Context: an optimization exercise on an open-source flow, tuned for small area, a short achievable clock period and few clock cycles. The choices shown serve that exercise and are no tape-out recipe. RTL that was checked went through simulation tests only; none was proved equivalent to the original. Power and IR drop assume default switching activity.

== main ==
==> flow/design.v <==
module cpu(input clk, reset, input [15:0] i_mem_rddata, output logic o_mem_rd, o_mem_wr, output logic [15:0] o_mem_addr, o_mem_wrdata);
	logic [15:0] r0, r1, r2, r3, r4, r5, r6, r7;
	logic n, z;
	logic [15:0] A;       
	logic wr;             
	logic ldc;            
	logic av;             
	logic [15:1] L;       
	logic lw;             
	logic [2:0] ldx;      
	logic [15:0] opA, opB;
	logic ecin, ewe, efl;
	logic [2:0] ed;
	wire [15:0] I = i_mem_rddata;
	wire [4:0] op = I[4:0];
	wire [2:0] X = I[7:5];
	wire [2:0] Y = I[10:8];
	wire [7:0] imm8 = I[15:8];
	wire [10:0] imm11 = I[15:5];
	function automatic [15:0] bkadd(input [15:0] x, input [15:0] y, input c0);
		logic [15:0] g, p, G, P;
		integer i, s;
		begin
			g = x & y;
			p = x ^ y;
			G = g;
			P = p;
			G[0] = g[0] | (p[0] & c0);
			for (s = 1; s < 16; s = s * 2)
				for (i = 2*s-1; i < 16; i = i + 2*s) begin
					G[i] = G[i] | (P[i] & G[i-s]);
					P[i] = P[i] & P[i-s];
				end
			for (s = 4; s >= 1; s = s / 2)
				for (i = 3*s-1; i < 16; i = i + 2*s) begin
					G[i] = G[i] | (P[i] & G[i-s]);
					P[i] = P[i] & P[i-s];
				end
			bkadd = p ^ {G[14:0], c0};
		end
	endfunction
	wire [15:0] res = bkadd(opA, opB ^ {16{ecin}}, ecin);
	wire res_z = (res == 16'b0);
	wire n_e = efl ? res[15] : n;
	wire z_e = efl ? res_z : z;
	wire [15:0] wdr = reset ? 16'b0 : res;
	wire [7:0] wen = {8{reset}} | ({7'b0, ewe} << ed);
	always @(posedge clk) begin
		if (wen[0]) r0 <= wdr;
		if (wen[1]) r1 <= wdr;
		if (wen[2]) r2 <= wdr;
		if (wen[3]) r3 <= wdr;
		if (wen[4]) r4 <= wdr;
		if (wen[5]) r5 <= wdr;
		if (wen[6]) r6 <= wdr;
		if (wen[7]) r7 <= wdr;
	end
	always @(posedge clk) begin
		if (reset) begin
			n <= 1'b0;
			z <= 1'b0;
		end else begin
			n <= n_e;
			z <= z_e;
		end
	end
	logic [15:0] rxf, ryf;
	always @(*) begin
		case (X)
			3'd0: rxf = r0; 3'd1: rxf = r1; 3'd2: rxf = r2; 3'd3: rxf = r3;
			3'd4: rxf = r4; 3'd5: rxf = r5; 3'd6: rxf = r6; default: rxf = r7;
		endcase
		case (Y)
			3'd0: ryf = r0; 3'd1: ryf = r1; 3'd2: ryf = r2; 3'd3: ryf = r3;
			3'd4: ryf = r4; 3'd5: ryf = r5; 3'd6: ryf = r6; default: ryf = r7;
		endcase
	end
	wire [15:0] rx = (ewe && ed == X) ? res : rxf;
	wire [15:0] ry = (ewe && ed == Y) ? res : ryf;
	wire jmp   = op[3];
	wire ldst  = ~op[4] & ~op[3] & op[2];
	wire isst  = op[0];
	wire mvhi  = op[4] & op[2];
	wire alu   = ~op[3] & ~ldst;
	wire domov = ~op[1] & ~op[0] & ~mvhi;           
	wire dosub = op[1] & ~mvhi;                     
	wire aluw  = alu & ~(op[1] & op[0]);            
	wire aluf  = alu & ~domov & ~mvhi;              
	wire link  = jmp & op[2];                       
	wire cond  = (~op[1] & ~op[0]) | (op[0] & z_e) | (op[1] & n_e);
	wire xrel  = ~(op[4] & op[3]);                  
	wire yrel  = ~op[4] & ~op[3];                   
	wire haz  = (ldc & ((xrel & (X == ldx)) | (yrel & (Y == ldx)) | (link & (ldx == 3'd7))))
	          | (wr & (A[15:1] == L));
	wire ex   = av & ~haz;
	wire dacc = ex & ldst;
	wire tk   = ex & jmp & cond;
	wire now_data = wr | ldc;
	wire [15:0] incw = bkadd({1'b0, now_data ? L : A[15:1]}, 16'b0, 1'b1);
	wire [15:1] inc = incw[14:0];                          
	wire [15:1] pc2 = now_data ? inc : A[15:1];           
	wire [15:1] tgt = op[4] ? (L + {{4{imm11[10]}}, imm11} + 15'd1) :
	                  ((op[2] & (X == 3'd7)) ? pc2 : rx[15:1]);
	logic [15:0] A_n;
	always @(*) begin
		if (av & haz) A_n = {L, 1'b0};
		else if (dacc) A_n = ry;
		else if (tk) A_n = {tgt, 1'b0};
		else A_n = {inc, 1'b0};
	end
	logic [15:0] b;
	always @(*) begin
		if (~op[4]) b = ry;
		else if (op[2]) b = {imm8, 8'b0};
		else b = {{8{imm8[7]}}, imm8};
	end
	always @(posedge clk) begin
		if (lw) begin
			opA <= 16'b0;
			opB <= I;
			ecin <= 1'b0;
			ed <= ldx;
		end else if (link) begin
			opA <= {pc2, 1'b0};
			opB <= 16'b0;
			ecin <= 1'b0;
			ed <= 3'd7;
		end else begin
			opA <= domov ? 16'b0 : rx;
			opB <= b;
			ecin <= dosub;
			ed <= X;
		end
	end
	always @(posedge clk) begin
		if (reset) begin
			A <= 16'b0;
			wr <= 1'b0;
			ldc <= 1'b0;
			av <= 1'b0;
			lw <= 1'b0;
			ewe <= 1'b0;
			efl <= 1'b0;
		end else begin
			A <= A_n;
			wr <= dacc & isst;
			ldc <= dacc & ~isst;
			av <= ~now_data & ~tk;
			lw <= ldc;
			ewe <= lw | (ex & (aluw | link));
			efl <= ex & aluf;
		end
	end
	always @(posedge clk) begin
		if (~now_data) L <= A[15:1];
		if (dacc) ldx <= X;
	end
	always @(*) begin
		o_mem_addr = A;
		o_mem_wr = wr;
		o_mem_rd = ~wr;
		o_mem_wrdata = opA;
	end
endmodule
Settings: LEC_CHECK=0, ABC_AREA=1, CAP_MARGIN=20, CORE_MARGIN=2, CORE_UTILIZATION=40, SETUP_SLACK_MARGIN=4.6, SLEW_MARGIN=20; clock period 7.5 ns.
run.sh (not shown) runs the stock make flow with config.mk's settings and CLKGATE_MAP_FILE= SYNTH_SCRIPT=/design/flow/synth_recipe.tcl, a recipe that flattens the netlist after the stock synthesis.
main was carried through to the last stage, and its layout satisfied the timing, design-rule and antenna checks.
Input-level comparison between the feature branch and main:
-- flow/design.v --
<<< main, line 4
	logic [15:0] A;       
	logic wr;             
	logic ldc;            
	logic av;             
	logic [15:1] L;       
	logic lw;             
	logic [2:0] ldx;      
>>> the feature branch, line 4
	logic [15:0] A;       
	logic wr;             
	logic rd;             
	logic ldc;            
	logic av;             
	logic nd;             
	logic lw;             
	logic [2:0] ldx;      
<<< main, line 40
		end
	endfunction
	wire [15:0] res = bkadd(opA, opB ^ {16{ecin}}, ecin);
	wire res_z = (res == 16'b0);
	wire n_e = efl ? res[15] : n;
	wire z_e = efl ? res_z : z;
>>> the feature branch, line 41
		end
	endfunction
	wire [15:0] res = opA + opB + {15'b0, ecin};
	wire res_z = (opA[0] ^ opB[0]) == ecin &&
	             ((opA[15:1] ^ opB[15:1]) == (opA[14:0] | opB[14:0]));
	wire n_e = efl ? res[15] : n;
	wire z_e = efl ? res_z : z;
<<< main, line 92
	wire yrel  = ~op[4] & ~op[3];                   
	wire haz  = (ldc & ((xrel & (X == ldx)) | (yrel & (Y == ldx)) | (link & (ldx == 3'd7))))
	          | (wr & (A[15:1] == L));
	wire ex   = av & ~haz;
	wire dacc = ex & ldst;
	wire tk   = ex & jmp & cond;
	wire now_data = wr | ldc;
	wire [15:0] incw = bkadd({1'b0, now_data ? L : A[15:1]}, 16'b0, 1'b1);
	wire [15:1] inc = incw[14:0];                          
	wire [15:1] pc2 = now_data ? inc : A[15:1];           
	wire [15:1] tgt = op[4] ? (L + {{4{imm11[10]}}, imm11} + 15'd1) :
	                  ((op[2] & (X == 3'd7)) ? pc2 : rx[15:1]);
	logic [15:0] A_n;
>>> the feature branch, line 94
	wire yrel  = ~op[4] & ~op[3];                   
	wire haz  = (ldc & ((xrel & (X == ldx)) | (yrel & (Y == ldx)) | (link & (ldx == 3'd7))))
	          | (wr & (A[8:1] == L[8:1]));    
	wire ex   = av & ~haz;
	wire dacc = ex & ldst;
	wire tk   = ex & jmp & cond;
	wire now_data = nd;
	wire [15:1] L = opB[15:1];
	wire [15:0] incw = bkadd({1'b0, now_data ? L : A[15:1]}, 16'b0, 1'b1);
	wire [15:1] inc = incw[14:0];                          
	wire [15:1] pc2 = now_data ? inc : A[15:1];           
	wire [15:1] tgt = op[4] ? ((now_data ? L : A[15:1]) + {{4{imm11[10]}}, imm11} + {14'b0, now_data}) :
	                  ((op[2] & (X == 3'd7)) ? pc2 : rx[15:1]);
	logic [15:0] A_n;
<<< main, line 111
	logic [15:0] b;
	always @(*) begin
		if (~op[4]) b = ry;
		else if (op[2]) b = {imm8, 8'b0};
		else b = {{8{imm8[7]}}, imm8};
>>> the feature branch, line 114
	logic [15:0] b;
	always @(*) begin
		if (ldst) b = {now_data ? L : A[15:1], 1'b0};    
		else if (~op[4]) b = ry;
		else if (op[2]) b = {imm8, 8'b0};
		else b = {{8{imm8[7]}}, imm8};
<<< main, line 128
		end else begin
			opA <= domov ? 16'b0 : rx;
			opB <= b;
			ecin <= dosub;
			ed <= X;
>>> the feature branch, line 132
		end else begin
			opA <= domov ? 16'b0 : rx;
			opB <= dosub ? ~b : b;
			ecin <= dosub;
			ed <= X;
<<< main, line 137
			A <= 16'b0;
			wr <= 1'b0;
			ldc <= 1'b0;
			av <= 1'b0;
>>> the feature branch, line 141
			A <= 16'b0;
			wr <= 1'b0;
			nd <= 1'b0;
			rd <= 1'b1;
			ldc <= 1'b0;
			av <= 1'b0;
<<< main, line 145
			A <= A_n;
			wr <= dacc & isst;
			ldc <= dacc & ~isst;
			av <= ~now_data & ~tk;
>>> the feature branch, line 151
			A <= A_n;
			wr <= dacc & isst;
			nd <= dacc;
			rd <= ~(dacc & isst);
			ldc <= dacc & ~isst;
			av <= ~now_data & ~tk;
<<< main, line 153
	end
	always @(posedge clk) begin
		if (~now_data) L <= A[15:1];
		if (dacc) ldx <= X;
	end
>>> the feature branch, line 161
	end
	always @(posedge clk) begin
		if (dacc) ldx <= X;
	end
<<< main, line 159
		o_mem_addr = A;
		o_mem_wr = wr;
		o_mem_rd = ~wr;
		o_mem_wrdata = opA;
	end
>>> the feature branch, line 166
		o_mem_addr = A;
		o_mem_wr = wr;
		o_mem_rd = rd;
		o_mem_wrdata = opA;
	end
Findings:
Of the two values seen for path type of the worst setup path, flop to flop was produced by main and primary input to flop by the feature branch.
The cell with the biggest individual delay on the critical path comes out sky130_fd_sc_hd__fa_1 in one run and sky130_fd_sc_hd__xor2_1 in the other, namely in main and the feature branch respectively.
Diff the feature branch and main: final critical-path required period lower in the feature branch
Summary of the feature branch over main: met1 track utilization from global routing went down, net switching power of the design now sits lower.
Across both runs, met3 layer usage reported by global route was higher for the feature branch than for main.
Compared with main, in the feature branch static leakage +0.27 nW, floorplan die width up 3.7 um.
Testbench counts of the feature branch, summed over its fixed seeds: cycles 75,905.
For main, only the layout was checked, not whether the RTL still works.

==> static timing again, ports no longer ideal <==
The results above use ideal ports. As a check the final layouts listed here were re-extracted and re-timed, cells and wires unchanged. Step 1, drivers: a clkbuf_16 drives clk and a buf_2 each remaining input, both assumed. Step 2 moves the port delays by t, midway between the first and last clock arrival at a register: inputs arrive t later, outputs are due t later. That takes back most of the time a late clock gives input paths. a / b / c = ideal ports / drivers / drivers and shift; a / b = the first two.
run	t, ns	slack for setup (ns)	latest minus earliest clock arrival (ns)	cell pins on the clock port's net
main	0.581	3.623 / 3.623 / 3.579	0.014 / 0.015	1
the feature branch	0.509	4.258 / 4.225 / 3.716	0.028 / 0.028	1
After both steps every run listed still meets setup and hold. For the feature branch, which loses most, drivers alone change the setup slack by -0.033 ns; drivers and shift together by -0.542 ns.
